What follows belongs to an exercise in optimizing a design on an open flow for small area, a short achievable clock period and few clock cycles; a production flow would make more cautious choices. At most, simulation tests tie the RTL to the original design; equivalence was not proved. Function not checked in run 4: the RTL went through the layout flow alone. In every run shown here, the design's own scripts or RTL, not TritonCTS, make the clock network. The clock input has no modelled driver; a real chip could not lean on it and would need a root buffer or a full tree. No activity file was given, so power comes from the tool's default toggle rates.

File: flow/config.mk
export PLATFORM = sky130hd
export DESIGN_NAME = linear_layer_with_mem
export DESIGN_NICKNAME = linear_layer_with_mem
export VERILOG_FILES = /design/flow/design.v
export SDC_FILE = /design/flow/constraint.sdc
export NUM_CORES = 8
export LEC_CHECK = 0
export ABC_AREA = 1
export CAP_MARGIN = 20
export CORE_MARGIN = 2
export CORE_UTILIZATION = 65
export SLEW_MARGIN = 20
File: flow/constraint.sdc
create_clock -name core_clock -period 11.0 [get_ports {clk}]
set_input_delay 2.2000 -clock core_clock [delete_from_list [all_inputs] [get_ports {clk}]]
set_output_delay 2.2000 -clock core_clock [all_outputs]
set_load 0.01 [all_outputs]
File: flow/design.v
module linear_layer_with_mem #(
    parameter DATA_WIDTH    = 8,
    parameter W_WIDTH       = 8,
    parameter ACC_WIDTH     = 32,
    parameter ADDR_WIDTH    = 8,
    parameter DATABUS_WIDTH = 32,
    parameter N = 8,
    parameter M = 8
)(
    input  wire clk,
    input  wire rst,
    input  wire start,
    input  wire [ADDR_WIDTH-1:0] activ_base,
    input  wire [ADDR_WIDTH-1:0] weight_base,
    input  wire [ADDR_WIDTH-1:0] bias_base,
    input  wire [ADDR_WIDTH-1:0] output_base,
    output reg mem_w,
    output reg mem_sel,
    output reg done,
    output reg out_valid,
    output wire [ADDR_WIDTH-1:0]    address_bus,
    input  wire [DATABUS_WIDTH-1:0] data_bus_in,
    output wire [DATABUS_WIDTH-1:0] data_bus_out,
    input  wire                     ready
);
    localparam PH_IDLE = 3'b100, PH_ACT = 3'b000, PH_BIAS = 3'b001,
               PH_WGT = 3'b010, PH_OUT = 3'b011, PH_DONE = 3'b111;
    reg [2:0] phase;
    reg [2:0] i, j;        
    reg [1:0] k;           
    reg       busy;        
    reg       rdy_q, rdy_qq, rdy_q3;   
    reg       ov1;
    reg [7:0]  act [0:7];
    reg [6:0]  wq;         
    reg [15:0] bl;         
    reg        pneg;       
    reg        psgn;       
    reg [31:0] r;
    reg [7:0]  address;
    assign address_bus  = address;
    assign data_bus_out = r;
    wire xfer = mem_sel & ready;
    wire [7:0] a = act[0];
    wire [9:0] ax = {{2{a[7]}}, a};
    wire [1:0] w = data_bus_in[1:0];
    reg  [9:0] ppx0;
    always @* begin
        case (w)
            2'd0: ppx0 = 10'd0;
            2'd1: ppx0 = ax;
            2'd2: ppx0 = ~{ax[8:0], 1'b0};
            default: ppx0 = ~ax;
        endcase
    end
    wire [2:0] trip = wq[2:0];
    wire s_neg = trip[2] & ~(trip[1] & trip[0]);
    wire s_one = trip[1] ^ trip[0];
    wire s_two = (trip[2] & ~trip[1] & ~trip[0]) | (~trip[2] & trip[1] & trip[0]);
    wire [9:0] ppx = (({10{s_one}} & ax) | ({10{s_two}} & {ax[8:0], 1'b0})) ^ {10{s_neg}};
    reg  [15:0] bsh;
    always @* begin
        case (k)
            2'd0: bsh = {{4{ppx[9]}}, ppx, {2{s_neg}}};
            2'd1: bsh = {{2{ppx[9]}}, ppx, {4{s_neg}}};
            default: bsh = {ppx, {6{s_neg}}};
        endcase
    end
    wire new_w = xfer & (phase == PH_WGT);
    wire [15:0] bl_n   = new_w ? {{6{ppx0[9]}}, ppx0} : busy ? bsh : 16'd0;
    wire        pneg_n = new_w ? w[1] : busy & s_neg;
    wire        psgn_n = new_w ? ppx0[9] : busy & ppx[9];
    wire [15:0] lsum;
    wire        c16;
    llwm_add16 u_add (.a(r[15:0]), .b(bl), .ci(pneg), .s(lsum), .co(c16));
    wire [15:0] hpm;
    llwm_hi u_hi (.h(r[31:16]), .sgn(psgn), .o(hpm));
    wire [31:0] sum = {r[31:16] ^ (hpm & {16{c16 ^ psgn}}), lsum};
    reg [7:0] nbase;
    always @* begin
        case (phase[1:0])
            2'd0: nbase = activ_base;
            2'd1: nbase = bias_base;
            2'd2: nbase = weight_base;
            default: nbase = output_base;
        endcase
    end
    wire [5:0] off  = {i & {3{phase[1] & ~phase[0]}}, j | (i & {3{phase[0]}})};
    wire [5:0] offg = off & {6{rdy_q3}};
    wire [7:0] addr_n = (phase[2] | rdy_qq) ? nbase : address + {2'd0, offg};
    always @(posedge clk or posedge rst) begin
        if (rst) begin
            phase <= PH_IDLE;
            i <= 0; j <= 0; k <= 0;
            busy <= 0; rdy_q <= 0; rdy_qq <= 0; rdy_q3 <= 0;
            mem_sel <= 0; mem_w <= 0;
            done <= 0; out_valid <= 0; ov1 <= 0;
        end else begin
            rdy_q <= xfer;
            rdy_qq <= rdy_q;
            rdy_q3 <= rdy_qq;
            ov1 <= xfer & mem_w;
            out_valid <= (xfer & mem_w) | ov1;
            mem_w <= (phase == PH_OUT);
            if (busy) begin
                k <= (k == 2'd2) ? 2'd0 : k + 2'd1;
                if (k == 2'd2) busy <= 0;
            end
            if (xfer && phase == PH_WGT) busy <= 1;
            if (xfer && phase == PH_OUT && i == 3'd7) done <= 1;
            if (phase == PH_IDLE)
                mem_sel <= start;
            else if (phase != PH_DONE && !done)
                mem_sel <= ~xfer;
            else
                mem_sel <= 0;
            case (phase)
                PH_IDLE: if (start) phase <= PH_ACT;
                PH_DONE: ;
                default: if (rdy_q) begin
                    case (phase)
                        PH_ACT: begin
                            j <= j + 3'd1;
                            if (j == 3'd7) phase <= PH_BIAS;
                        end
                        PH_BIAS: phase <= PH_WGT;
                        PH_WGT: begin
                            j <= j + 3'd1;
                            if (j == 3'd7) phase <= PH_OUT;
                        end
                        default: begin
                            i <= i + 3'd1;
                            phase <= (i == 3'd7) ? PH_DONE : PH_BIAS;
                        end
                    endcase
                end
            endcase
        end
    end
    wire rot = busy & (k == 2'd2);
    wire act_ph = (phase == PH_ACT);
    wire act_last = rdy_q & (j == 3'd7);
    integer n;
    always @(posedge clk) begin
        address <= addr_n;
        wq <= busy ? {2'b00, wq[6:2]} : data_bus_in[7:1];
        bl <= bl_n;
        pneg <= pneg_n;
        psgn <= psgn_n;
        if (act_ph && !act_last)
            act[7] <= data_bus_in[7:0];
        else if (rot)
            act[7] <= act[0];
        if ((act_ph && rdy_q && !act_last) || rot)
            for (n = 0; n < 7; n = n + 1) act[n] <= act[n+1];
        r <= (phase == PH_BIAS && !rdy_q) ? data_bus_in : sum;
    end
endmodule
module llwm_add16 (
    input  wire [15:0] a,
    input  wire [15:0] b,
    input  wire        ci,
    output wire [15:0] s,
    output wire        co
);
    wire [15:0] g0 = a & b;
    wire [15:0] p0 = a ^ b;
    reg  [15:0] G, P;
    integer lv, n;
    always @* begin
        G = g0; P = p0;
        for (lv = 0; lv < 4; lv = lv + 1)
            for (n = 0; n < 16; n = n + 1)
                if ((n % (2 << lv)) == (2 << lv) - 1) begin
                    G[n] = G[n] | (P[n] & G[n - (1 << lv)]);
                    P[n] = P[n] & P[n - (1 << lv)];
                end
        for (lv = 2; lv >= 0; lv = lv - 1)
            for (n = 0; n < 16; n = n + 1)
                if ((n % (2 << lv)) == (1 << lv) - 1 && n >= (2 << lv)) begin
                    G[n] = G[n] | (P[n] & G[n - (1 << lv)]);
                    P[n] = P[n] & P[n - (1 << lv)];
                end
    end
    wire [16:0] c = {G | (P & {16{ci}}), ci};
    assign s  = p0 ^ c[15:0];
    assign co = c[16];
endmodule
module llwm_hi (
    input  wire [15:0] h,
    input  wire        sgn,
    output wire [15:0] o
);
    wire [15:0] t = h ^ {16{sgn}};
    wire [15:0] m;
    assign m[0] = 1'b1;
    genvar gi;
    generate for (gi = 1; gi < 16; gi = gi + 1) begin : pre
        assign m[gi] = m[gi-1] & t[gi-1];
    end endgenerate
    assign o = m;
endmodule
File: flow/flow/run.sh
#!/bin/bash
# Own layout flow: the standard ORFS flow (standard.sh; the synthesis is
# the standard one, run first on its own), with
#  - the make settings listed in flow/knobs.txt (one per line, @WORK@ stands
#    for the work folder): small port buffers and timing repair aimed past the
#    clock period;
#  - the clock tree built by flow/mycts.tcl instead of TritonCTS: the clock
#    port drives a few clkbuf_16 cells, each driving the flip-flops of one
#    region, all with the same number of buffers on the clock path. Only that
#    call in a copy of ORFS's cts.tcl is changed.
# Each tool's full output goes to its ORFS log under orfs/logs/; make's own
# output goes to flow_make_*.log in the work folder.
set -euo pipefail
args=()
while IFS= read -r line; do
  [[ -z "$line" || "$line" == \#* ]] && continue
  args+=("${line//@WORK@/$PWD}")
done < flow/knobs.txt
bash standard.sh "${args[@]}" synth > flow_make_synth.log 2>&1
rm -rf myscripts
cp -r "$FLOW_HOME/scripts" myscripts
python3 - <<'PY'
p = 'myscripts/cts.tcl'
s = open(p).read()
old = 'log_cmd clock_tree_synthesis {*}$cts_args'
assert s.count(old) == 1
s = s.replace(old, 'source $::env(MYCTS_TCL)\nmy_cts_auto')
open(p, 'w').write(s)
PY
bash standard.sh "${args[@]}" "SCRIPTS_DIR=$PWD/myscripts" "MYCTS_TCL=$PWD/flow/mycts.tcl" finish > flow_make_finish.log 2>&1
File: flow/flow/knobs.txt
BUFFER_PORTS_ARGS=-inputs -buffer_cell sky130_fd_sc_hd__buf_1
SETUP_SLACK_MARGIN=7.9
MYCTS_NR=4
MYCTS_NL=6
MYCTS_ROOT=sky130_fd_sc_hd__buf_8
MYCTS_LEAF=sky130_fd_sc_hd__clkbuf_16
PRE_GLOBAL_PLACE_TCL=@WORK@/flow/pre_gpl.tcl
File: flow/flow/mycts.tcl
# Clock tree built by hand: the clock port drives NR root buffers; each root
# drives its share of NL leaf buffers; each leaf drives the flip-flops of
# one region. Regions come from a size-balanced k-means on the flip-flop
# positions. With NR = 0 the port drives the leaf buffers directly.
proc mycts_kmeans {pts k} {
  set n [llength $pts]
  set cap [expr {int(ceil(double($n) / $k))}]
  set cent {}
  set xs [lsort -real -index 0 $pts]
  for {set c 0} {$c < $k} {incr c} { lappend cent [lindex $xs [expr {int(($c + 0.5) * $n / $k)}]] }
  for {set iter 0} {$iter < 40} {incr iter} {
    # balanced assignment: points in order of their best-distance advantage
    set cand {}
    set idx 0
    foreach p $pts {
      set ds {}
      for {set c 0} {$c < $k} {incr c} {
        set q [lindex $cent $c]
        lappend ds [list $c [expr {abs([lindex $p 0]-[lindex $q 0]) + abs([lindex $p 1]-[lindex $q 1])}]]
      }
      set ds [lsort -real -index 1 $ds]
      set gap [expr {$k > 1 ? [lindex $ds 1 1] - [lindex $ds 0 1] : 0}]
      lappend cand [list $idx $gap $ds]
      incr idx
    }
    set cand [lsort -real -decreasing -index 1 $cand]
    set cnt [lrepeat $k 0]
    set asg [lrepeat $n 0]
    foreach cd $cand {
      foreach d [lindex $cd 2] {
        set c [lindex $d 0]
        if {[lindex $cnt $c] < $cap} {
          lset asg [lindex $cd 0] $c
          lset cnt $c [expr {[lindex $cnt $c] + 1}]
          break
        }
      }
    }
    set newc {}
    for {set c 0} {$c < $k} {incr c} {
      set xl {}; set yl {}
      foreach p $pts a $asg { if {$a == $c} { lappend xl [lindex $p 0]; lappend yl [lindex $p 1] } }
      if {[llength $xl] > 0} {
        set xl [lsort -real $xl]; set yl [lsort -real $yl]
        set m [expr {[llength $xl] / 2}]
        lappend newc [list [lindex $xl $m] [lindex $yl $m]]
      } else { lappend newc [lindex $cent $c] }
    }
    set cent $newc
  }
  return [list $asg $cent]
}

proc mycts_inst_center {inst} {
  set b [$inst getBBox]
  return [list [expr {([$b xMin]+[$b xMax])/2.0}] [expr {([$b yMin]+[$b yMax])/2.0}]]
}

proc mycts_add_buf {block master name innet x y} {
  set inst [odb::dbInst_create $block $master $name]
  set net [odb::dbNet_create $block "${name}_net"]
  $net setSigType CLOCK
  [$inst findITerm A] connect $innet
  [$inst findITerm X] connect $net
  # place with the cell centred on (x, y)
  set w [[$inst getMaster] getWidth]
  set h [[$inst getMaster] getHeight]
  $inst setLocation [expr {int($x - $w/2)}] [expr {int($y - $h/2)}]
  $inst setPlacementStatus PLACED
  return [list $inst $net]
}

proc my_cts {nr nl root_master leaf_master {clkname clk}} {
  set db [ord::get_db]
  set block [ord::get_db_block]
  set rm [$db findMaster $root_master]
  set lm [$db findMaster $leaf_master]
  set clknet [$block findNet $clkname]
  set sinks {}
  set pts {}
  foreach it [$clknet getITerms] {
    set inst [$it getInst]
    if {[[$inst getMaster] isSequential]} {
      lappend sinks $it
      lappend pts [mycts_inst_center $inst]
    }
  }
  lassign [mycts_kmeans $pts $nl] asg cent
  # roots
  set rootnets {}
  set rasg {}
  if {$nr > 0} {
    lassign [mycts_kmeans $cent $nr] rasg rcent
    for {set r 0} {$r < $nr} {incr r} {
      set q [lindex $rcent $r]
      lassign [mycts_add_buf $block $rm "mycts_root_$r" $clknet [lindex $q 0] [lindex $q 1]] inst net
      lappend rootnets $net
    }
  }
  for {set c 0} {$c < $nl} {incr c} {
    set q [lindex $cent $c]
    set innet $clknet
    if {$nr > 0} { set innet [lindex $rootnets [lindex $rasg $c]] }
    lassign [mycts_add_buf $block $lm "mycts_leaf_$c" $innet [lindex $q 0] [lindex $q 1]] inst net
    set cnt 0
    foreach it $sinks a $asg { if {$a == $c} { $it disconnect; $it connect $net; incr cnt } }
    puts "mycts: leaf $c at $q drives $cnt flip-flops"
  }
}

# Called from the patched cts.tcl in place of clock_tree_synthesis.
proc my_cts_auto {} {
  my_cts $::env(MYCTS_NR) $::env(MYCTS_NL) $::env(MYCTS_ROOT) $::env(MYCTS_LEAF)
}
File: flow/flow/pre_gpl.tcl
buffer_ports -outputs -buffer_cell sky130_fd_sc_hd__buf_2
File: flow/standard.sh
#!/bin/bash
# synth_recipe.tcl (not shown) runs the flow's synth.tcl, then flattens the netlist and writes it again
# the make line also repeats each setting of config.mk as NAME=value (left out here)
make -C /OpenROAD-flow-scripts/flow DESIGN_CONFIG=/design/flow/config.mk WORK_HOME=/design/flow/orfs CLKGATE_MAP_FILE= SYNTH_SCRIPT=/design/flow/synth_recipe.tcl "${@:-finish}"
==> impl_metrics.json, run 1 <==
{
  "placed_cells": 1022,
  "worst_pin_slew_ns": 0.757,
  "io_buffers": 111,
  "slew_violations": 0,
  "cp.arrival_ns": 0.77,
  "layout_commonest_cell": "nand2_1",
  "rsz0062_at_grt": "false",
  "peakVddDrop_mv": 0.181,
  "grt_pass1_wl_um": 24900,
  "drc": 0,
  "critPathMaxFanout": 5,
  "stdcell_count": 1039,
  "setup_viol": 0,
  "clock.fmax_mhz": 337,
  "synth_nets": 928,
  "holdWs_ns": 0.399,
  "area_growth_pct": 8.85,
  "holdBufCountCts": 0,
  "setup_tns_ns": 0,
  "power_density_mw_per_mm2": 130,
  "finalCriticalPeriod_ns": 2.97,
  "dpl_cell_area_mm2": 0.00755,
  "antenna_found_initial": 0,
  "postRouteAntennaNets": 0,
  "core_mm2": 0.0108,
  "final_nets": 998,
  "synth_flop_cell": "edfxtp_1",
  "cap_viol_max_count": 0,
  "cp_data_required_time_ns": 8.80,
  "grt_max_degree": 57,
  "hold_viol_final": 0,
  "ios": 112,
  "fin_util": 0.724,
  "hp-start": "rdy_qq$_DFF_PP0_",
  "place_hpwl_um": 11100,
  "period_share": 0.270,
  "grt-ovfl-total": 0,
  "critPathKind": "reg2out",
  "synth_area_mm2": 0.00721,
  "hp-class": "reg2reg",
  "ys_ff_latch": 147,
  "dr.pass1.iters": 6,
  "drive_above_1_share": 0.0823,
  "r2r-start": "bl[14]$_DFF_P_",
  "dieWidth_um": 109,
  "viasPerCell": 5.49,
  "start_util": 0.665,
  "die_area_mm2": 0.0120,
  "synthCells": 831,
  "ys_types": 53,
  "drt_wl_total_um": 15500,
  "start_kind": "flip-flop",
  "diodes": 0,
  "slew_headroom": 0.495,
  "grt.total_usage": 0.257,
  "grt_pass1_vias": 5460,
  "clk_pin_slew_ns": 0.10,
  "final.setup_skew_ns": 0.0396,
  "die_h_um": 109,
  "route.detailed.wl_per_inst_um": 14.9,
  "ys_async_sr_fraction": 0.136,
  "leakage_uw": 0.00339,
  "fp-row-count": 38,
  "clk_latency_ns": 0.27,
  "vias": 5700,
  "finalInstanceArea_mm2": 0.00785,
  "place.gp.congestion": 0.887,
  "ys_seq_area_frac": 0.511,
  "final_cell_mix": "235 x nand2_1, 92 x inv_1, 66 x buf_1",
  "ys_warn_count": 3,
  "synth_edf_count": 64,
  "crit_path_start": "r[17]$_DFF_P_",
  "syn_area_per_cell_um2": 8.68,
  "first_iter_violations": 550,
  "status": "complete, no violations",
  "cp-end-kind": "output port"
}
## routing by layer
layer / track usage / routed length, um / vias to the layer above
met3: 0.0332 / 919 / 23
met1: 0.331 / 6500 / 2621
met2: 0.468 / 7790 / 189
li1: - / - / 2867
met5: 0 / 0 / -
met4: 0.0452 / 247 / 0
## cell type report
cell class	instances	area, um2
buffer	10	210
fill	824	2990
inverter	105	394
multi-input combinational	562	3070
sequential	147	3680
tap	140	175
timing repair buffer	75	314
## synth_stat cells (all sizes together) (2+ instances only)
master | count | area, um2
o21bai | 2 | 15.0
nor4 | 2 | 25.0
o21ai | 74 | 393
mux2 | 3 | 33.8
a31o | 2 | 17.5
o22ai | 23 | 163
o211ai | 5 | 42.5
nor3 | 3 | 26.3
fa | 2 | 40.0
nand3 | 41 | 215
nand4 | 4 | 25.0
nand2 | 243 | 935
dfrtp | 19 | 475
edfxtp | 64 | 1920
xor2 | 14 | 123
a21oi | 20 | 104
inv | 105 | 394
a21boi | 2 | 15.0
xnor2 | 7 | 61.3
dfxtp | 63 | 1260
and2 | 2 | 12.5
nand3b | 3 | 22.5
a221oi | 3 | 26.3
or2 | 2 | 12.5
buf | 11 | 81.3
ha | 27 | 338
clkbuf | 6 | 26.3
nor2 | 72 | 332
## through the flow
step / power (uW) / setup slack (ns)
floorplan: 705 / 7.93
global placement: 733 / 7.42
detailed placement: 740 / 7.36
CTS: 973 / 7.91
global route: 1060 / 8.00
finish: 1020 / 8.03
## final timing paths
check | slack (ns) | cells after the start | end
max | 8.03 | 0 | data_bus_out[17]
min | 0.40 | 0 | rdy_q3$_DFF_PP0_
max reg2reg | 8.31 | 13 | r[27]$_DFF_P_
min reg2reg | 0.40 | 0 | rdy_q3$_DFF_PP0_
max in group asynchronous | 8.48 | 2 | busy$_DFF_PP0_
min in group asynchronous | 2.03 | 2 | rdy_qq$_DFF_PP0_
## cell families after synthesis
family          share of synthesized area
mux                               0.00468
buf+inv                            0.0696
flops                               0.511
simple gates                        0.223
compound gates                      0.114
xor+xnor                           0.0255
fa+ha+maj                          0.0524
## where the power goes
group	leakage [uW]	internal [uW]	switching, uW
Sequential	0.00114	584	25.9
Combinational	0.00214	45.2	74.6
Clock	0.000104	139	153
## sequential cells by signal, summed over array words and instances, names as in the netlist, 2 cells and up
name and count:
j 3, act 64, phase 3, r 32
wq 7, i 3, bl 15, k 2
address 8
## repair_timing
action	CTS	global route
resized for setup	15	0
buffers inserted	7	0
setup endpoints to repair	16	0
Testbench counts, summed over its fixed seeds: cycles 84,288.
==> run 2: changes to the inputs <==
==> flow/flow/knobs.txt (replaced) <==
BUFFER_PORTS_ARGS=-inputs -buffer_cell sky130_fd_sc_hd__buf_1
SETUP_SLACK_MARGIN=7.9
MYCTS_NR=4
MYCTS_NL=8
MYCTS_ROOT=sky130_fd_sc_hd__buf_8
MYCTS_LEAF=sky130_fd_sc_hd__clkbuf_8
PRE_GLOBAL_PLACE_TCL=@WORK@/flow/pre_gpl.tcl
==> impl_metrics.json, run 2 <==
{
  "status": "complete, no violations",
  "hp-class": "reg2reg",
  "drc": 0,
  "antenna_found_initial": 0,
  "ios": 112,
  "grt_pass1_vias": 5481,
  "die_area_mm2": 0.0120,
  "final.setup_skew_ns": 0.0296,
  "ys_async_sr_fraction": 0.136,
  "drt_wl_total_um": 15400,
  "place_hpwl_um": 11100,
  "setup_viol": 0,
  "place.gp.congestion": 0.887,
  "clk_pin_slew_ns": 0.12,
  "dpl_cell_area_mm2": 0.00755,
  "setup_tns_ns": 0,
  "slew_violations": 0,
  "holdWs_ns": 0.382,
  "dr.pass1.iters": 5,
  "first_iter_violations": 463,
  "ys_ff_latch": 147,
  "dieWidth_um": 109,
  "vias": 5731,
  "power_density_mw_per_mm2": 127,
  "route.detailed.wl_per_inst_um": 14.8,
  "die_h_um": 109,
  "synthTopCellsByArea": "edfxtp_1 27%, dfxtp_1 17%, nand2_1 12%",
  "synthCells": 831,
  "peakVddDrop_mv": 0.165,
  "cp-end-kind": "output port",
  "final_nets": 1000,
  "viasPerCell": 5.51,
  "cp.arrival_ns": 0.77,
  "worst_pin_slew_ns": 0.761,
  "yosys.area.top_type": "edfxtp_1",
  "ys_types": 53,
  "synth_nets": 928,
  "layout_commonest_cell": "nand2_1",
  "grt-ovfl-total": 0,
  "io_buffers": 111,
  "start_util": 0.665,
  "multi_input_area_mm2": 0.00307,
  "reg_top3": "act (64), r (32), bl (15)",
  "diodes": 0,
  "synth_edf_count": 64,
  "fp-row-count": 38,
  "leakage_uw": 0.00337,
  "clk_latency_ns": 0.27,
  "core_mm2": 0.0108,
  "synth.most_common_cell": "nand2_1",
  "slew_headroom": 0.492,
  "synth_area_mm2": 0.00721,
  "grt_max_degree": 57,
  "final_cell_mix": "235 x nand2_1, 92 x inv_1, 66 x buf_1",
  "ys_seq_area_frac": 0.511,
  "critPathKind": "reg2out",
  "cap_viol_max_count": 0,
  "ys_top_cells_by_count": "238 x nand2_1, 94 x inv_1, 64 x edfxtp_1, 63 x dfxtp_1, 63 x nor2_1",
  "clock.fmax_mhz": 337,
  "hold_viol_final": 0,
  "synth_top_area_frac": 0.267,
  "rsz0062_at_grt": "false",
  "start_kind": "flip-flop",
  "area_growth_pct": 8.29,
  "cp_data_required_time_ns": 8.80,
  "drive_above_1_share": 0.0844,
  "finalCriticalPeriod_ns": 2.97,
  "postRouteAntennaNets": 0,
  "layout_setup_ws_ns": 8.03,
  "pre_cts_ws_ns": 7.36,
  "grt.total_usage": 0.256,
  "period_share": 0.270,
  "stdcell_count": 1041,
  "finalInstanceArea_mm2": 0.00781,
  "largest_register_ffs": 64,
  "synth_flop_cell": "edfxtp_1",
  "fill_cells": 839,
  "critPathMaxFanout": 6,
  "placed_cells": 1022,
  "top_register": "act",
  "ys_warn_count": 3,
  "grt_pass1_wl_um": 24700,
  "syn_area_per_cell_um2": 8.68,
  "regArea_mm2": 0.00368
}
-- run 2: cell types whose count changed in the layout (fill, tap and decap cells not counted) --
cell and change:
clkbuf_8 +8, clkbuf_16 -6
-- run 2: layout make-up --
cell class | instances | share of cell area
Sequential cell | 147 | 0.472
Multi-Input combinational cell | 562 | 0.393
Inverter | 105 | 0.0505
Timing Repair Buffer | 75 | 0.0402
Tap cell | 140 | 0.0224
Buffer | 12 | 0.0218
-- run 2: timing repair --
item,4_1_cts,5_1_grt
hold buffers,0,0
setup buffers,7,0
gates resized for setup,15,0
endpoints found under the setup margin,16,0
hold endpoints to repair,0,0
-- run 2: path summary, 6_finish.rpt --
kind,start,endpoint,slack [ns],cells after the start
max reg2reg,bl[14]$_DFF_P_,r[25]$_DFF_P_,8.34,13
min reg2reg,rdy_qq$_DFF_PP0_,rdy_q3$_DFF_PP0_,0.38,0
max in group asynchronous,rst,mem_w$_DFF_PP0_,8.47,2
min in group asynchronous,rst,j[2]$_DFFE_PP0P_,2.03,2
min,rdy_qq$_DFF_PP0_,rdy_q3$_DFF_PP0_,0.38,0
max,r[27]$_DFF_P_,data_bus_out[27],8.03,0
-- run 2: cell families after synthesis --
family	share of synthesized area
and+or+nand+nor	0.223
DFF	0.511
AOI/OAI and AO/OA	0.114
buffers and inverters	0.0696
adders and majority gates	0.0524
xor gates and xnor gates	0.0255
muxes	0.00468
-- run 2: stage by stage --
step	total power (uW)	utilization
detailed placement	740	0.696
CTS	937	0.720
finish	991	0.720
global route	1030	0.720
floorplan	705	-
global placement	733	0.696
-- run 2: report_power, final --
group / internal (uW) / switching (uW) / total [uW]
Clock: 107 / 155 / 261
Sequential: 584 / 25.8 / 610
Combinational: 45.1 / 74.2 / 119
-- run 2: metal layers --
metal,part of all wire,global-route usage,up-vias
met4,0.020,0.0533,0
met5,0,0,-
met1,0.42,0.325,2645
met2,0.49,0.459,180
met3,0.066,0.0445,28
li1,-,-,2878
==> run 3: changes to the inputs <==
==> flow/flow/knobs.txt (replaced) <==
BUFFER_PORTS_ARGS=-inputs -buffer_cell sky130_fd_sc_hd__buf_1
SETUP_SLACK_MARGIN=7.9
MYCTS_NR=4
MYCTS_NL=8
MYCTS_ROOT=sky130_fd_sc_hd__buf_8
MYCTS_LEAF=sky130_fd_sc_hd__clkbuf_16
PRE_GLOBAL_PLACE_TCL=@WORK@/flow/pre_gpl.tcl
--- a/flow/config.mk
+++ b/flow/config.mk
@@ -9,4 +9,4 @@
 export CAP_MARGIN = 20
 export CORE_MARGIN = 2
-export CORE_UTILIZATION = 65
+export CORE_UTILIZATION = 75
 export SLEW_MARGIN = 20
==> impl_metrics.json, run 3 <==
{
  "status": "complete, no violations",
  "clk_pin_slew_ns": 0.08,
  "vias": 5988,
  "layout_commonest_cell": "nand2_1",
  "period_share": 0.269,
  "start_util": 0.777,
  "synth_xor_area_frac": 0.0255,
  "final.setup_skew_ns": 0.0125,
  "synth-simple-area-share": 0.223,
  "dpl_cell_area_mm2": 0.00753,
  "largest_register_ffs": 64,
  "grt-ovfl-total": 0,
  "synth_top_area_frac": 0.267,
  "synth_nets": 928,
  "layout_setup_ws_ns": 8.04,
  "slew_violations": 0,
  "cp.arrival_ns": 0.76,
  "grt_pass1_wl_um": 26800,
  "hold_viol_final": 0,
  "finalInstanceArea_mm2": 0.00784,
  "hp-class": "reg2reg",
  "dr.pass1.iters": 5,
  "route.detailed.wl_per_inst_um": 16.6,
  "place_hpwl_um": 11400,
  "cap_viol_max_count": 0,
  "synth_area_mm2": 0.00721,
  "synth_edf_count": 64,
  "die_h_um": 102,
  "setup_viol": 0,
  "ys_types": 53,
  "worst_pin_slew_ns": 0.790,
  "synthMuxAreaShare": 0.00469,
  "rsz0062_at_grt": "false",
  "yosys.area.top_type": "edfxtp_1",
  "power_density_mw_per_mm2": 136,
  "drive_above_1_share": 0.0770,
  "synth_compound_area_frac": 0.114,
  "clk_latency_ns": 0.26,
  "area_growth_pct": 8.75,
  "finalCriticalPeriod_ns": 2.96,
  "stdcell_count": 1025,
  "synth_top_family_by_area": "simple AND/OR/NAND/NOR gates",
  "placed_cells": 1011,
  "clock.fmax_mhz": 338,
  "ys_seq_area_frac": 0.511,
  "final_cell_mix": "235 x nand2_1, 93 x inv_1, 66 x buf_1",
  "slew_headroom": 0.472,
  "ios": 112,
  "pre_cts_ws_ns": 7.41,
  "grt_max_degree": 57,
  "diodes": 0,
  "viasPerCell": 5.84,
  "ys_ff_latch": 147,
  "antenna_found_initial": 0,
  "setup_tns_ns": 0,
  "io_buffers": 111,
  "ys_top_cells_by_count": "238 x nand2_1, 94 x inv_1, 64 x edfxtp_1, 63 x dfxtp_1, 63 x nor2_1",
  "leakage_uw": 0.00339,
  "reg_top3": "act (64), r (32), bl (15)",
  "drt_wl_total_um": 17000,
  "start_kind": "flip-flop",
  "synth.most_common_cell": "nand2_1",
  "drc": 0,
  "cp-end-kind": "output port",
  "synthTopCellsByArea": "edfxtp_1 27%, dfxtp_1 17%, nand2_1 12%",
  "holdBufCountCts": 0,
  "grt_pass1_vias": 5770,
  "syn_area_per_cell_um2": 8.68,
  "first_iter_violations": 489,
  "cp_data_required_time_ns": 8.80,
  "fill_cells": 560,
  "critPathMaxFanout": 6,
  "place.gp.congestion": 0.905,
  "dieWidth_um": 102,
  "critPathKind": "reg2out",
  "fp-row-count": 35,
  "die_area_mm2": 0.0104,
  "ys_warn_count": 3,
  "synthCells": 831,
  "power_uw": 1070,
  "peakVddDrop_mv": 0.164,
  "grt.total_usage": 0.323,
  "core_mm2": 0.00928,
  "top_register": "act",
  "postRouteAntennaNets": 0,
  "synth_flop_cell": "edfxtp_1",
  "synth_fa_ha_area_frac": 0.0524,
  "final_nets": 995,
  "ys_async_sr_fraction": 0.136
}
## run 3: cell counts after synthesis
No cell type changed its count.
## run 3: final timing paths
path	startpoint	end	slack, ns	depth (start not counted)
worst max-delay path	r[27]$_DFF_P_	data_bus_out[27]	8.04	0
max in group asynchronous	rst	rdy_qq$_DFF_PP0_	8.47	2
min in group asynchronous	rst	i[1]$_DFFE_PP0P_	2.05	2
worst min-delay path	rdy_qq$_DFF_PP0_	rdy_q3$_DFF_PP0_	0.40	0
worst max register to register	bl[14]$_DFF_P_	r[25]$_DFF_P_	8.28	13
worst min register to register	rdy_qq$_DFF_PP0_	rdy_q3$_DFF_PP0_	0.40	0
## run 3: layer usage
layer | vias to the layer above | part of all wire | track usage
met2 | 310 | 0.50 | 0.596
met1 | 2755 | 0.38 | 0.400
met5 | - | 0 | 0
met4 | 0 | 0.031 | 0.0933
li1 | 2867 | - | -
met3 | 56 | 0.083 | 0.0376
## run 3: timing repair
item / in CTS / in global routing
resized for setup: 11 / 0
buffers inserted: 1 / 0
endpoints found under the setup margin: 16 / 0
## run 3: layout make-up
class,instances,area (um2),area share
repair buffers,69,268,0.0341
inverters,105,394,0.0503
well taps,129,161,0.0206
plain buffers,12,260,0.0332
multi-input cells,563,3070,0.392
flip-flops and latches,147,3680,0.470
## run 3: power breakdown
| group | switching, uW | total [uW] | internal [uW] |
|---|---|---|---|
| clock | 164 | 335 | 170 |
| sequential | 26.0 | 610 | 584 |
| combinational | 75.7 | 121 | 45.2 |
## run 3: metrics by stage
| step | util | hold WS [ns] |
|---|---|---|
| finish | 0.845 | 0.396 |
| global placement | 0.812 | 0.364 |
| CTS | 0.845 | 0.377 |
| floorplan | - | 0.355 |
| detailed placement | 0.812 | 0.376 |
| global route | 0.845 | 0.426 |
## run 3: logic make-up after synthesis
| kind of cell | after synthesis |
|---|---|
| adders and majority gates | 29 |
| xor gates and xnor gates | 21 |
| DFF | 147 |
| muxes | 3 |
| AOI/OAI and AO/OA | 137 |
| buffers and inverters | 122 |
| and+or+nand+nor | 372 |
==> run 4: changes to the inputs <==
--- a/flow/design.v
+++ b/flow/design.v
@@ -30,6 +30,5 @@
     reg [1:0] k;           
     reg       busy;        
-    reg       rdy_q, rdy_qq, rdy_q3;   
-    reg       ov1;
+    reg       rdy_q, rdy_qq;    
     reg [7:0]  act [0:7];
     reg [6:0]  wq;         
@@ -87,19 +86,17 @@
     end
     wire [5:0] off  = {i & {3{phase[1] & ~phase[0]}}, j | (i & {3{phase[0]}})};
-    wire [5:0] offg = off & {6{rdy_q3}};
-    wire [7:0] addr_n = (phase[2] | rdy_qq) ? nbase : address + {2'd0, offg};
+    wire [5:0] offg = off & {6{rdy_qq}};
+    wire [7:0] addr_n = (phase[2] | rdy_q) ? nbase : address + {2'd0, offg};
     always @(posedge clk or posedge rst) begin
         if (rst) begin
             phase <= PH_IDLE;
             i <= 0; j <= 0; k <= 0;
-            busy <= 0; rdy_q <= 0; rdy_qq <= 0; rdy_q3 <= 0;
+            busy <= 0; rdy_q <= 0; rdy_qq <= 0;
             mem_sel <= 0; mem_w <= 0;
-            done <= 0; out_valid <= 0; ov1 <= 0;
+            done <= 0; out_valid <= 0;
         end else begin
             rdy_q <= xfer;
             rdy_qq <= rdy_q;
-            rdy_q3 <= rdy_qq;
-            ov1 <= xfer & mem_w;
-            out_valid <= (xfer & mem_w) | ov1;
+            out_valid <= mem_w & (xfer | rdy_q);
             mem_w <= (phase == PH_OUT);
             if (busy) begin
@@ -118,5 +115,5 @@
                 PH_IDLE: if (start) phase <= PH_ACT;
                 PH_DONE: ;
-                default: if (rdy_q) begin
+                default: if (xfer) begin
                     case (phase)
                         PH_ACT: begin
@@ -140,5 +137,4 @@
     wire rot = busy & (k == 2'd2);
     wire act_ph = (phase == PH_ACT);
-    wire act_last = rdy_q & (j == 3'd7);
     integer n;
     always @(posedge clk) begin
@@ -148,11 +144,11 @@
         pneg <= pneg_n;
         psgn <= psgn_n;
-        if (act_ph && !act_last)
+        if (act_ph)
             act[7] <= data_bus_in[7:0];
         else if (rot)
             act[7] <= act[0];
-        if ((act_ph && rdy_q && !act_last) || rot)
+        if ((act_ph && rdy_q) || rot)
             for (n = 0; n < 7; n = n + 1) act[n] <= act[n+1];
-        r <= (phase == PH_BIAS && !rdy_q) ? data_bus_in : sum;
+        r <= (phase == PH_BIAS) ? data_bus_in : sum;
     end
 endmodule
--- a/flow/config.mk
+++ b/flow/config.mk
@@ -9,4 +9,4 @@
 export CAP_MARGIN = 20
 export CORE_MARGIN = 2
-export CORE_UTILIZATION = 75
+export CORE_UTILIZATION = 65
 export SLEW_MARGIN = 20
==> impl_metrics.json, run 4 <==
{
  "status": "complete, no violations",
  "ys_ff_latch": 145,
  "place.gp.congestion": 0.934,
  "core_mm2": 0.0108,
  "final_cell_mix": "230 x nand2_1, 93 x inv_1, 66 x buf_1",
  "reg_top3": "act (64), r (32), bl (15)",
  "period_share": 0.269,
  "grt.total_usage": 0.279,
  "layout_commonest_cell": "nand2_1",
  "dr.pass1.iters": 6,
  "synth_compound_area_frac": 0.107,
  "synth_flop_cell": "edfxtp_1",
  "hp-class": "reg2reg",
  "synth-simple-area-share": 0.230,
  "diodes": 0,
  "first_iter_violations": 449,
  "ios": 112,
  "regArea_mm2": 0.00363,
  "grt.met1_usage": 0.355,
  "met3_usage": 0.0395,
  "grtUsageMet2": 0.496,
  "ys_async_sr_fraction": 0.124,
  "worstReg2RegEnd": "r[27]$_DFF_P_",
  "area_growth_pct": 10.0,
  "crit_path_start": "r[25]$_DFF_P_",
  "stdcell_count": 1035,
  "synth_top_area_frac": 0.268,
  "final_nets": 994,
  "placed_cells": 1015,
  "cp_data_required_time_ns": 8.80,
  "crit_end": "data_bus_out[25]",
  "place_hpwl_um": 11800,
  "vias": 5833,
  "cp.arrival_ns": 0.76,
  "drc": 0,
  "holdWs_ns": 0.415,
  "synth_nets": 922,
  "critPathMaxFanout": 6,
  "ys_types": 51,
  "leakage_uw": 0.00346,
  "die_h_um": 109,
  "power_uw": 1060,
  "viasPerCell": 5.64,
  "fill_cells": 789,
  "grt_pass1_vias": 5570,
  "setup_viol": 0,
  "slew_headroom": 0.352,
  "fp-row-count": 38,
  "multi_input_area_mm2": 0.00307,
  "slew_violations": 0,
  "synthCells": 825,
  "grt_max_degree": 57,
  "setup_tns_ns": 0,
  "synth_fa_ha_area_frac": 0.0527,
  "antenna_found_initial": 0,
  "peakVddDrop_mv": 0.167,
  "power_density_mw_per_mm2": 134,
  "io_buffers": 111,
  "layout_setup_ws_ns": 8.04,
  "final.setup_skew_ns": 0.0246,
  "start_kind": "flip-flop",
  "r2r_slack_ns": 8.36,
  "synth_xor_area_frac": 0.0269,
  "largest_register_ffs": 64,
  "worst-path-stages": 0,
  "clk_pin_slew_ns": 0.08,
  "ys_top_cells_by_count": "234 x nand2_1, 97 x inv_1, 64 x edfxtp_1, 63 x dfxtp_1, 58 x o21ai_0",
  "die_area_mm2": 0.0119,
  "gr-max-usage-layer": "met2",
  "drt_wl_total_um": 16800,
  "synth_top_family_by_area": "simple AND/OR/NAND/NOR gates",
  "cap_viol_max_count": 0,
  "top_register": "act",
  "cp-end-kind": "output port",
  "grt_pass1_wl_um": 26200,
  "synthMuxAreaShare": 0.00314,
  "finalCriticalPeriod_ns": 2.96,
  "syn_area_per_cell_um2": 8.68,
  "clk_latency_ns": 0.26,
  "synth_area_mm2": 0.00716,
  "grt-ovfl-total": 0,
  "rsz0062_at_grt": "false",
  "yosys.area.top_type": "edfxtp_1",
  "postRouteAntennaNets": 0,
  "start_util": 0.664,
  "synth.most_common_cell": "nand2_1",
  "reg2reg_depth": 13,
  "drive_above_1_share": 0.0860,
  "synthTopCellsByArea": "edfxtp_1 27%, dfxtp_1 18%, nand2_1 12%",
  "critPathKind": "reg2out",
  "synth_edf_count": 64,
  "r2r-start": "bl[14]$_DFF_P_",
  "pre_cts_ws_ns": 7.55,
  "hold_viol_final": 0,
  "dieWidth_um": 109,
  "ys_seq_area_frac": 0.507,
  "ys_warn_count": 3,
  "clock.fmax_mhz": 338,
  "route.detailed.wl_per_inst_um": 16.2,
  "worst_pin_slew_ns": 0.971
}
-- run 4: cell count changes in the layout (fill, tap and decap cells not counted), moves of 3 or more --
cell	before	now
nor2_4	7	4
a21oi_1	19	25
buf_4	2	8
nand2_1	235	230
nand2_4	2	5
a211oi_1	0	3
nor2_2	3	6
nor2_1	62	46
o21ai_1	15	6
o22ai_2	3	0
nand3_1	39	50
-- run 4: worst min-delay path by stage --
stage                                endpoint           startpoint  cells after the start
after floorplan              rdy_qq$_DFF_PP0_      rdy_q$_DFF_PP0_                      0
after global placement    act[0][3]$_DFFE_PP_  act[1][3]$_DFFE_PP_                      0
after detailed placement  act[1][4]$_DFFE_PP_  act[2][4]$_DFFE_PP_                      0
after CTS                 act[1][4]$_DFFE_PP_  act[2][4]$_DFFE_PP_                      0
after global routing      act[1][7]$_DFFE_PP_  act[2][7]$_DFFE_PP_                      0
final                     act[2][5]$_DFFE_PP_  act[3][5]$_DFFE_PP_                      0
-- run 4: metrics by stage --
stage	cell area (um2)	utilization
after CTS	7880	0.730
after global placement	7500	0.695
after global routing	7880	0.730
after detailed placement	7500	0.695
after floorplan	7170	-
final	7880	0.730
-- run 4: per-layer routing --
layer  vias to the layer above  wire length [um]
met5                         -                 0
met4                         0               419
met3                        48              1040
met2                       223              8380
met1                      2703              6970
li1                       2859                 -
-- run 4: cells by family after synthesis --
logic type               after synthesis
adder cells (fa/ha/maj)               29
buffers and inverters                124
multiplexers                           2
flip-flops                           145
XOR/XNOR                              22
AND/OR/NAND/NOR                      369
AO/OA/AOI/OAI                        134
-- run 4: cell type report --
class                      count  area share
sequential                   145       0.461
multi-input combinational    556       0.390
inverter                     105      0.0502
timing repair buffer          77      0.0436
buffer                        12      0.0330
tap                          140      0.0222
-- run 4: timing repair --
action	4_1_cts	5_1_grt
setup buffers	8	0
gates resized for setup	20	0
setup endpoints to repair	20	0
hold buffers	0	0
-- run 4: power breakdown --
group,total (uW),internal (uW),switching [uW]
clock,337,170,166
sequential,602,577,25.4
combinational,120,44.6,75.6
==> run 5: changes to the inputs <==
--- a/flow/design.v
+++ b/flow/design.v
@@ -30,5 +30,6 @@
     reg [1:0] k;           
     reg       busy;        
-    reg       rdy_q, rdy_qq;    
+    reg       rdy_q, rdy_qq, rdy_q3;   
+    reg       ov1;
     reg [7:0]  act [0:7];
     reg [6:0]  wq;         
@@ -86,17 +87,19 @@
     end
     wire [5:0] off  = {i & {3{phase[1] & ~phase[0]}}, j | (i & {3{phase[0]}})};
-    wire [5:0] offg = off & {6{rdy_qq}};
-    wire [7:0] addr_n = (phase[2] | rdy_q) ? nbase : address + {2'd0, offg};
+    wire [5:0] offg = off & {6{rdy_q3}};
+    wire [7:0] addr_n = (phase[2] | rdy_qq) ? nbase : address + {2'd0, offg};
     always @(posedge clk or posedge rst) begin
         if (rst) begin
             phase <= PH_IDLE;
             i <= 0; j <= 0; k <= 0;
-            busy <= 0; rdy_q <= 0; rdy_qq <= 0;
+            busy <= 0; rdy_q <= 0; rdy_qq <= 0; rdy_q3 <= 0;
             mem_sel <= 0; mem_w <= 0;
-            done <= 0; out_valid <= 0;
+            done <= 0; out_valid <= 0; ov1 <= 0;
         end else begin
             rdy_q <= xfer;
             rdy_qq <= rdy_q;
-            out_valid <= mem_w & (xfer | rdy_q);
+            rdy_q3 <= rdy_qq;
+            ov1 <= xfer & mem_w;
+            out_valid <= (xfer & mem_w) | ov1;
             mem_w <= (phase == PH_OUT);
             if (busy) begin
@@ -115,5 +118,5 @@
                 PH_IDLE: if (start) phase <= PH_ACT;
                 PH_DONE: ;
-                default: if (xfer) begin
+                default: if (rdy_q) begin
                     case (phase)
                         PH_ACT: begin
@@ -137,4 +140,5 @@
     wire rot = busy & (k == 2'd2);
     wire act_ph = (phase == PH_ACT);
+    wire act_last = rdy_q & (j == 3'd7);
     integer n;
     always @(posedge clk) begin
@@ -144,11 +148,11 @@
         pneg <= pneg_n;
         psgn <= psgn_n;
-        if (act_ph)
+        if (act_ph && !act_last)
             act[7] <= data_bus_in[7:0];
         else if (rot)
             act[7] <= act[0];
-        if ((act_ph && rdy_q) || rot)
+        if ((act_ph && rdy_q && !act_last) || rot)
             for (n = 0; n < 7; n = n + 1) act[n] <= act[n+1];
-        r <= (phase == PH_BIAS) ? data_bus_in : sum;
+        r <= (phase == PH_BIAS && !rdy_q) ? data_bus_in : sum;
     end
 endmodule
--- a/flow/flow/run.sh
+++ b/flow/flow/run.sh
@@ -29,2 +29,4 @@
 PY
 bash standard.sh "${args[@]}" "SCRIPTS_DIR=$PWD/myscripts" "MYCTS_TCL=$PWD/flow/mycts.tcl" finish > flow_make_finish.log 2>&1
+# every port keeps its own buffer
+FINAL_ODB=orfs/results/$FLOW_PLATFORM/linear_layer_with_mem/base/6_final.odb openroad -no_init -exit flow/check_ports.tcl > flow_check_ports.log 2>&1
==> flow/flow/check_ports.tcl (new file) <==
# Fail unless every signal port but the clock connects to exactly one cell,
# a buffer (as the standard flow leaves them).
read_db $::env(FINAL_ODB)
set block [ord::get_db_block]
set bad {}
foreach bt [$block getBTerms] {
  set net [$bt getNet]
  if {[$net getSigType] eq "POWER" || [$net getSigType] eq "GROUND"} { continue }
  if {[$bt getName] eq "clk"} { continue }
  set its [$net getITerms]
  set ok [expr {[llength $its] == 1}]
  foreach it $its {
    if {![string match "*buf*" [[[$it getInst] getMaster] getName]]} { set ok 0 }
  }
  if {!$ok} { lappend bad [$bt getName] }
}
if {[llength $bad] > 0} {
  puts "check_ports: ports without their own buffer: $bad"
  exit 1
}
puts "check_ports: every port has its own buffer"
==> flow/flow/knobs.txt (replaced) <==
BUFFER_PORTS_ARGS=-buffer_cell sky130_fd_sc_hd__buf_1
SETUP_SLACK_MARGIN=7.9
SKIP_BUFFER_REMOVAL=1
MYCTS_NR=4
MYCTS_NL=8
MYCTS_ROOT=sky130_fd_sc_hd__buf_8
MYCTS_LEAF=sky130_fd_sc_hd__clkbuf_16
removed: flow/flow/pre_gpl.tcl
==> impl_metrics.json, run 5 <==
{
  "cp.arrival_ns": 0.85,
  "worst-path-stages": 1,
  "synth_nets": 928,
  "route.detailed.wl_per_inst_um": 14.7,
  "synth_flop_cell": "edfxtp_1",
  "postRouteAntennaNets": 0,
  "clk_pin_slew_ns": 0.09,
  "hold_viol_final": 0,
  "setup_tns_ns": 0,
  "dieWidth_um": 109,
  "hp-class": "reg2reg",
  "grt-ovfl-total": 0,
  "power_density_mw_per_mm2": 133,
  "diodes": 0,
  "grt.total_usage": 0.265,
  "worst_pin_slew_ns": 0.779,
  "largest_register_ffs": 64,
  "power_frac_seq": 0.557,
  "p_int_uw": 807,
  "holdPathStages": 0,
  "cp_data_required_time_ns": 8.80,
  "synth.most_common_cell": "nand2_1",
  "start_util": 0.665,
  "place.gp.congestion": 0.976,
  "syn_area_per_cell_um2": 8.68,
  "ys_warn_count": 3,
  "critPathMaxFanout": 5,
  "grt_max_degree": 57,
  "setup_viol": 0,
  "io_buffers": 111,
  "ys_ff_latch": 147,
  "die_h_um": 109,
  "grt_pass1_vias": 5682,
  "ys_top_cells_by_count": "238 x nand2_1, 94 x inv_1, 64 x edfxtp_1, 63 x dfxtp_1, 63 x nor2_1",
  "yosys.area.top_type": "edfxtp_1",
  "slew_violations": 0,
  "r2r-start": "bl[14]$_DFF_P_",
  "ys_async_sr_fraction": 0.136,
  "combPwrFrac": 0.131,
  "hold_path_end": "act[4][6]$_DFFE_PP_",
  "ys_seq_area_frac": 0.511,
  "p_sw_uw": 268,
  "vias": 5961,
  "start_kind": "flip-flop",
  "status": "complete, no violations",
  "hp-start": "act[5][6]$_DFFE_PP_",
  "drive_above_1_share": 0.0817,
  "leakage_uw": 0.00346,
  "final_nets": 1041,
  "path_cells": "buf_1",
  "fp-row-count": 38,
  "reg2reg_depth": 13,
  "peakVddDrop_mv": 0.142,
  "first_iter_violations": 567,
  "synth_area_mm2": 0.00721,
  "core_mm2": 0.0108,
  "place_hpwl_um": 11400,
  "cp-end-kind": "output port",
  "layout_commonest_cell": "nand2_1",
  "synthTopCellsByArea": "edfxtp_1 27%, dfxtp_1 17%, nand2_1 12%",
  "top_register": "act",
  "period_share": 0.277,
  "final.setup_skew_ns": 0.0182,
  "synthCells": 831,
  "viasPerCell": 5.51,
  "slowest_delay_ns": 0.43,
  "area_growth_pct": 11.8,
  "power_uw": 1080,
  "cap_viol_max_count": 0,
  "r2r_slack_ns": 8.38,
  "grt_pass1_wl_um": 25600,
  "antenna_found_initial": 0,
  "pwr-share-clk": 0.312,
  "critPathSlowestCell": "dfxtp_1",
  "drt_wl_total_um": 15900,
  "dr.pass1.iters": 5,
  "die_area_mm2": 0.0120,
  "switching_share": 0.250,
  "ys_types": 53,
  "crit_family": "flip-flops",
  "ios": 112,
  "worstReg2RegEnd": "r[21]$_DFF_P_",
  "reg_top3": "act (64), r (32), bl (15)",
  "synth_top_area_frac": 0.267,
  "final_cell_mix": "235 x nand2_1, 108 x buf_1, 92 x inv_1",
  "synth_edf_count": 64,
  "holdBufCountCts": 0,
  "critPathBufInv": 1,
  "drc": 0,
  "clock.fmax_mhz": 328,
  "critPathKind": "reg2out",
  "finalCriticalPeriod_ns": 3.05,
  "rsz0062_at_grt": "false",
  "clk_latency_ns": 0.26,
  "slew_headroom": 0.480
}
run 5: cell types whose count changed after synthesis, sizes merged, moves of 3 or more:
cell / before / now
a211oi: 3 / 0
a21oi: 26 / 20
nor2: 58 / 72
nand3: 54 / 41
o21ai: 66 / 74
buf: 14 / 11
run 5: cell type report:
class / instances / area [um2]
Sequential cell: 147 / 3690
Multi-Input combinational cell: 562 / 3070
Fill cell: 827 / 2780
Timing Repair Buffer: 116 / 470
Inverter: 105 / 397
Buffer: 12 / 260
Tap cell: 140 / 175
run 5: worst max-delay path by stage:
| stage | start | slack, ns | to |
|---|---|---|---|
| 4_1_cts | data_bus_in[0] | 7.91 | bl[12]$_DFF_P_ |
| 5_1_grt | r[19]$_DFF_P_ | 7.91 | data_bus_out[19] |
| 3_5_place_dp | ready | 7.38 | bl[4]$_DFF_P_ |
| 6_report | r[20]$_DFF_P_ | 7.95 | data_bus_out[20] |
| 3_3_place_gp | ready | 7.48 | bl[4]$_DFF_P_ |
| 2_1_floorplan | j[0]$_DFFE_PP0P_ | 7.93 | act[0][0]$_DFFE_PP_ |
run 5: metrics by stage:
| stage | instances | utilization | area, um2 | hold WS [ns] | setup slack (ns) |
|---|---|---|---|---|---|
| floorplan | 831 | - | 7210 | 0.355 | 7.93 |
| global placement | 1066 | 0.712 | 7710 | 0.368 | 7.48 |
| detailed placement | 1066 | 0.712 | 7710 | 0.377 | 7.38 |
| CTS | 1082 | 0.744 | 8060 | 0.378 | 7.91 |
| global route | 1082 | 0.744 | 8060 | 0.416 | 7.91 |
| finish | 1082 | 0.744 | 8060 | 0.399 | 7.95 |
run 5: what timing repair did:
action | 4_1_cts | 5_1_grt
pin swaps | 3 | 0
hold endpoints to repair | 0 | 0
gates resized for setup | 16 | 3
setup endpoints to repair | 16 | 3
buffers inserted | 4 | 0
run 5: kinds of logic after synthesis:
| group | Yosys count | share of synthesized area |
|---|---|---|
| xor gates and xnor gates | 21 | 0.0255 |
| and+or+nand+nor | 372 | 0.223 |
| muxes | 3 | 0.00468 |
| AOI/OAI and AO/OA | 137 | 0.114 |
| DFF | 147 | 0.511 |
| buffers and inverters | 122 | 0.0696 |
| adders and majority gates | 29 | 0.0524 |
run 5: per-layer routing:
layer  GRT usage  up-vias  part of all wire
met1       0.345     2747              0.42
met4      0.0669        0             0.024
met5           0        -                 0
met3      0.0243       33             0.062
met2       0.475      224              0.50
li1            -     2957                 -
run 5: power groups by stage:
stage	sequential, uW	clock [uW]	combinational [uW]
2_1_floorplan	616	0	88.3
3_3_place_gp	609	0	132
6_report	599	335	141
4_1_cts	611	268	140
5_1_grt	601	356	160
3_5_place_dp	611	0	138
Testbench counts of run 5, summed over its fixed seeds: cycles 84,288.
==> run 6: changes to the inputs <==
--- a/flow/flow/knobs.txt
+++ b/flow/flow/knobs.txt
@@ -6,2 +6,4 @@
 MYCTS_ROOT=sky130_fd_sc_hd__buf_8
 MYCTS_LEAF=sky130_fd_sc_hd__clkbuf_16
+POST_GLOBAL_PLACE_TCL=@WORK@/flow/post_gpl.tcl
+OUTBUF_CELL=sky130_fd_sc_hd__buf_4
==> flow/flow/post_gpl.tcl (new file) <==
# Resize the output ports' buffers (inserted by buffer_ports) to OUTBUF_CELL.
set block [ord::get_db_block]
set n 0
foreach bt [$block getBTerms] {
  if {[$bt getIoType] ne "OUTPUT"} { continue }
  foreach it [[$bt getNet] getITerms] {
    set inst [$it getInst]
    if {[string match "*buf*" [[$inst getMaster] getName]]} {
      replace_cell [get_cells [$inst getName]] $::env(OUTBUF_CELL)
      incr n
    }
  }
}
puts "post_gpl: $n output buffers are now $::env(OUTBUF_CELL)"
==> impl_metrics.json, run 6 <==
{
  "die_h_um": 109,
  "grt-ovfl-total": 0,
  "holdBufCountCts": 0,
  "synth_flop_cell": "edfxtp_1",
  "synthCells": 831,
  "slew_headroom": 0.476,
  "drt_wl_total_um": 16000,
  "reg_top3": "act (64), r (32), bl (15)",
  "final_cell_mix": "236 x nand2_1, 92 x inv_1, 66 x buf_1",
  "core_mm2": 0.0108,
  "synth_area_mm2": 0.00721,
  "power_density_mw_per_mm2": 133,
  "critPathKind": "reg2out",
  "final_nets": 1041,
  "drive_above_1_share": 0.123,
  "syn_area_per_cell_um2": 8.68,
  "slew_violations": 0,
  "vias": 5964,
  "ys_warn_count": 3,
  "yosys.area.top_type": "edfxtp_1",
  "synth.most_common_cell": "nand2_1",
  "leakage_uw": 0.00360,
  "multi_input_area_mm2": 0.00306,
  "final.setup_skew_ns": 0.0174,
  "hp-class": "reg2reg",
  "clock.fmax_mhz": 327,
  "period_share": 0.278,
  "antenna_found_initial": 0,
  "dr.pass1.iters": 5,
  "path_cells": "buf_4",
  "first_iter_violations": 658,
  "fin_util": 0.756,
  "largest_register_ffs": 64,
  "dieWidth_um": 109,
  "clk_latency_ns": 0.26,
  "synthTopCellsByArea": "edfxtp_1 27%, dfxtp_1 17%, nand2_1 12%",
  "fill_cells": 806,
  "synth_nets": 928,
  "hold_viol_final": 0,
  "peakVddDrop_mv": 0.182,
  "synth_edf_count": 64,
  "ys_top_cells_by_count": "238 x nand2_1, 94 x inv_1, 64 x edfxtp_1, 63 x dfxtp_1, 63 x nor2_1",
  "place_hpwl_um": 11500,
  "viasPerCell": 5.51,
  "worst_pin_slew_ns": 0.785,
  "grt_pass1_wl_um": 25700,
  "setup_tns_ns": 0,
  "crit_family": "flip-flops",
  "fp-row-count": 38,
  "cp.arrival_ns": 0.86,
  "cp-end-kind": "output port",
  "ys_seq_area_frac": 0.511,
  "critPathMaxFanout": 6,
  "power_uw": 1090,
  "top_register": "act",
  "clk_pin_slew_ns": 0.07,
  "critPathSlowestCell": "dfxtp_1",
  "finalCriticalPeriod_ns": 3.06,
  "die_area_mm2": 0.0120,
  "drc": 0,
  "synth_top_area_frac": 0.267,
  "status": "complete, no violations",
  "regArea_mm2": 0.00369,
  "ys_types": 53,
  "pre_cts_ws_ns": 7.37,
  "grt_pass1_vias": 5688,
  "area_growth_pct": 13.7,
  "start_util": 0.665,
  "ys_ff_latch": 147,
  "setup_viol": 0,
  "ys_async_sr_fraction": 0.136,
  "cp_data_required_time_ns": 8.80,
  "diodes": 0,
  "postRouteAntennaNets": 0,
  "start_kind": "flip-flop",
  "critPathBufInv": 1,
  "grt.total_usage": 0.266,
  "ios": 112,
  "rsz0062_at_grt": "false",
  "route.detailed.wl_per_inst_um": 14.8,
  "slowest_delay_ns": 0.45,
  "io_buffers": 111,
  "grt_max_degree": 57,
  "layout_setup_ws_ns": 7.94,
  "layout_commonest_cell": "nand2_1",
  "cap_viol_max_count": 0
}
==> run 6: changes by cell type in the layout (fill, tap and decap cells not counted), sizes merged <==
cell / change
buf: +1
clkbuf: -1
==> run 6: per-stage QoR <==
step                area (um2)  hold WS, ns  cells
finish                    8200        0.400   1082
global route              8200        0.423   1082
CTS                       8200        0.385   1082
detailed placement        7880        0.377   1066
global placement          7710        0.368   1066
floorplan                 7210        0.355    831
==> run 6: cell type report <==
| class | instances | area share |
|---|---|---|
| Timing Repair Buffer | 116 | 0.0757 |
| Multi-Input combinational cell | 562 | 0.374 |
| Inverter | 105 | 0.0481 |
| Sequential cell | 147 | 0.449 |
| Buffer | 12 | 0.0317 |
| Tap cell | 140 | 0.0214 |
==> run 6: cells by family after synthesis <==
| kind of cell | share of synthesized area |
|---|---|
| AO/OA/AOI/OAI | 0.114 |
| XOR/XNOR | 0.0255 |
| adder cells (fa/ha/maj) | 0.0524 |
| buffers and inverters | 0.0696 |
| flip-flops | 0.511 |
| multiplexers | 0.00468 |
| AND/OR/NAND/NOR | 0.223 |
==> run 6: where the power goes <==
part           switching, uW  internal, uW
combinational           89.3          65.3
sequential              14.0           584
clock                    167           170
==> run 6: path summary, 6_finish.rpt <==
kind | startpoint | endpoint | slack (ns) | cells past startpoint
min in group asynchronous | rst | ov1$_DFF_PP0_ | 2.04 | 2
min reg2reg | rdy_qq$_DFF_PP0_ | rdy_q3$_DFF_PP0_ | 0.40 | 0
max | r[27]$_DFF_P_ | data_bus_out[27] | 7.94 | 1
max reg2reg | bl[14]$_DFF_P_ | r[27]$_DFF_P_ | 8.34 | 13
max in group asynchronous | rst | k[0]$_DFFE_PP0P_ | 8.45 | 2
min | rdy_qq$_DFF_PP0_ | rdy_q3$_DFF_PP0_ | 0.40 | 0
==> run 6: repair_timing <==
action | 4_1_cts | 5_1_grt
pin swaps | 3 | 0
gates resized for setup | 11 | 1
setup buffers | 4 | 0
setup endpoints to repair | 16 | 1
==> run 6: layer usage <==
| layer | routed length [um] | vias to the layer above | track usage |
|---|---|---|---|
| li1 | - | 2949 | - |
| met1 | 6510 | 2777 | 0.347 |
| met2 | 8090 | 205 | 0.475 |
| met3 | 1010 | 33 | 0.0261 |
| met4 | 353 | 0 | 0.0732 |
| met5 | 0 | - | 0 |
==> run 7: changes to the inputs <==
--- a/flow/flow/knobs.txt
+++ b/flow/flow/knobs.txt
@@ -1,4 +1,4 @@
 BUFFER_PORTS_ARGS=-buffer_cell sky130_fd_sc_hd__buf_1
-SETUP_SLACK_MARGIN=7.9
+SETUP_SLACK_MARGIN=8.0
 SKIP_BUFFER_REMOVAL=1
 MYCTS_NR=4
==> impl_metrics.json, run 7 <==
{
  "p_int_uw": 821,
  "grt_pass1_wl_um": 25800,
  "drive_above_1_share": 0.149,
  "crit_family": "flip-flops",
  "first_iter_violations": 570,
  "ys_seq_area_frac": 0.511,
  "slew_violations": 0,
  "postRouteAntennaNets": 0,
  "antenna_found_initial": 0,
  "leakage_uw": 0.00365,
  "synthTopCellsByArea": "edfxtp_1 27%, dfxtp_1 17%, nand2_1 12%",
  "setup_tns_ns": 0,
  "grt_pass1_vias": 5693,
  "gr-max-usage-layer": "met2",
  "cp.arrival_ns": 0.80,
  "clk_latency_ns": 0.26,
  "synth_flop_cell": "edfxtp_1",
  "synth.most_common_cell": "nand2_1",
  "stdcell_count": 1087,
  "route.detailed.wl_per_inst_um": 14.8,
  "status": "complete, no violations",
  "drc": 0,
  "multi_input_area_mm2": 0.00309,
  "cp_data_required_time_ns": 8.80,
  "synthCells": 831,
  "period_share": 0.272,
  "core_mm2": 0.0108,
  "layout_setup_ws_ns": 8.00,
  "grt.met1_usage": 0.350,
  "met3_usage": 0.0338,
  "ys_types": 53,
  "placed_cells": 1066,
  "largest_register_ffs": 64,
  "yosys.area.top_type": "edfxtp_1",
  "die_area_mm2": 0.0120,
  "holdWs_ns": 0.412,
  "hp-class": "reg2reg",
  "critPathMaxFanout": 1,
  "start_kind": "flip-flop",
  "final_nets": 1046,
  "grt-ovfl-total": 0,
  "io_buffers": 111,
  "combPwrFrac": 0.144,
  "path_cells": "buf_4",
  "place_hpwl_um": 11300,
  "critPathKind": "reg2out",
  "slew_headroom": 0.487,
  "synth_area_mm2": 0.00721,
  "final_cell_mix": "235 x nand2_1, 92 x inv_1, 65 x buf_1",
  "syn_area_per_cell_um2": 8.68,
  "fin_util": 0.768,
  "dr.pass1.iters": 8,
  "ys_warn_count": 3,
  "switching_share": 0.245,
  "reg2reg_depth": 13,
  "peakVddDrop_mv": 0.154,
  "worst_pin_slew_ns": 0.769,
  "ys_async_sr_fraction": 0.136,
  "fill_cells": 764,
  "regArea_mm2": 0.00371,
  "die_h_um": 109,
  "ys_top_cells_by_count": "238 x nand2_1, 94 x inv_1, 64 x edfxtp_1, 63 x dfxtp_1, 63 x nor2_1",
  "pwr-share-clk": 0.306,
  "rsz0062_at_grt": "true",
  "critPathSlowestCell": "dfrtp_1",
  "finalCriticalPeriod_ns": 3.00,
  "vias": 6068,
  "power_density_mw_per_mm2": 131,
  "power_frac_seq": 0.551,
  "grt.total_usage": 0.267,
  "ys_ff_latch": 147,
  "fp-row-count": 38,
  "viasPerCell": 5.58,
  "synth_nets": 928,
  "drt_wl_total_um": 16100,
  "top_register": "act",
  "final.setup_skew_ns": 0.0152,
  "start_util": 0.665,
  "p_sw_uw": 267,
  "worst-path-stages": 1,
  "reg_top3": "act (64), r (32), bl (15)",
  "cp-end-kind": "output port",
  "holdBufCountCts": 0,
  "diodes": 0,
  "area_growth_pct": 15.4,
  "layout_commonest_cell": "nand2_1",
  "clk_pin_slew_ns": 0.08,
  "ios": 112,
  "grtUsageMet2": 0.474,
  "synth_edf_count": 64,
  "synth_top_area_frac": 0.267,
  "setup_viol": 0,
  "grt_max_degree": 57,
  "hold_viol_final": 0,
  "slowest_delay_ns": 0.40,
  "dieWidth_um": 109,
  "holdPathStages": 0,
  "critPathBufInv": 1,
  "cap_viol_max_count": 0,
  "clock.fmax_mhz": 334,
  "pre_cts_ws_ns": 7.35
}
-- run 7: cell counts after synthesis --
No cell type changed its count.
-- run 7: power by group through the flow --
stage               combinational, uW  sequential [uW]  clock [uW]
floorplan                        88.3              616           0
global placement                  132              609           0
detailed placement                152              611           0
CTS                               155              611         268
global route                      174              601         357
finish                            156              599         333
-- run 7: timing repair --
item	in CTS	in global routing
setup buffers	7	2
hold endpoints to repair	0	0
endpoints found under the setup margin	17	20
gates resized for setup	27	22
pin swaps	4	0
-- run 7: worst paths after layout --
kind / start / to / slack, ns
worst max register to register: bl[14]$_DFF_P_ / r[27]$_DFF_P_ / 8.33
min in group asynchronous: rst / j[1]$_DFFE_PP0P_ / 2.05
worst max-delay path: out_valid$_DFF_PP0_ / out_valid / 8.00
max in group asynchronous: rst / busy$_DFF_PP0_ / 8.46
worst min-delay path: rdy_qq$_DFF_PP0_ / rdy_q3$_DFF_PP0_ / 0.41
worst min register to register: rdy_qq$_DFF_PP0_ / rdy_q3$_DFF_PP0_ / 0.41
-- run 7: kinds of logic (layout without fill, tap and decap cells) --
kind of cell             after synthesis  count (layout)  share of synthesized area
AND/OR/NAND/NOR                      372             372                      0.223
flip-flops                           147             147                      0.511
AO/OA/AOI/OAI                        137             137                      0.114
buffers and inverters                122             238                     0.0696
XOR/XNOR                              21              21                     0.0255
adder cells (fa/ha/maj)               29              29                     0.0524
multiplexers                           3               3                    0.00468
-- run 7: cell type report --
cell class	instances	share of cell area
repair buffers	121	0.0821
inverters	105	0.0483
multi-input cells	562	0.371
well taps	140	0.0210
flip-flops and latches	147	0.446
plain buffers	12	0.0313
-- run 7: per-layer routing --
metal	vias to the layer above	wire length (um)
li1	2968	-
met1	2820	6540
met2	246	8030
met3	34	1160
met4	0	327
met5	-	0
-- run 7: through the flow --
stage,area (um2),total power (uW)
3_3_place_gp,7710,742
3_5_place_dp,7880,763
4_1_cts,8270,1030
6_report,8320,1090
2_1_floorplan,7220,705
5_1_grt,8320,1130

==> port drivers added, routing unchanged <==
How much do the figures lean on ideal ports? The routed layouts below were timed once more, with nothing changed but the port constraints.
Step 1 (the two cells are an assumption about what drives the block):
set clk [get_ports {clk}]
set_driving_cell -lib_cell sky130_fd_sc_hd__clkbuf_16 $clk
set_driving_cell -lib_cell sky130_fd_sc_hd__buf_2 [delete_from_list [all_inputs] $clk]
Step 2 also shifts input and output timing later by t, the mid clock arrival at the registers, as if the neighbouring blocks saw the same clock.
Slacks: ideal ports / drivers / drivers and shift; pairs: ideal ports / drivers.
run	t (ns)	setup WS [ns]	slew at the worst register clock pin (ns)
run 1	0.339	8.029 / 7.945 / 7.914	0.10 / 0.10
run 2	0.350	8.034 / 7.942 / 7.911	0.12 / 0.12
run 3	0.338	8.039 / 7.951 / 7.829	0.08 / 0.08
run 4	0.333	8.039 / 7.954 / 7.796	0.09 / 0.09
run 5	0.343	7.948 / 7.856 / 7.900	0.09 / 0.09
run 6	0.342	7.938 / 7.851 / 7.853	0.08 / 0.08
run 7	0.338	8.003 / 7.916 / 7.928	0.08 / 0.08
After both steps every run listed still meets setup and hold. The setup slack of run 4, which loses most, moves by -0.085 ns with the drivers and by -0.243 ns with both steps.
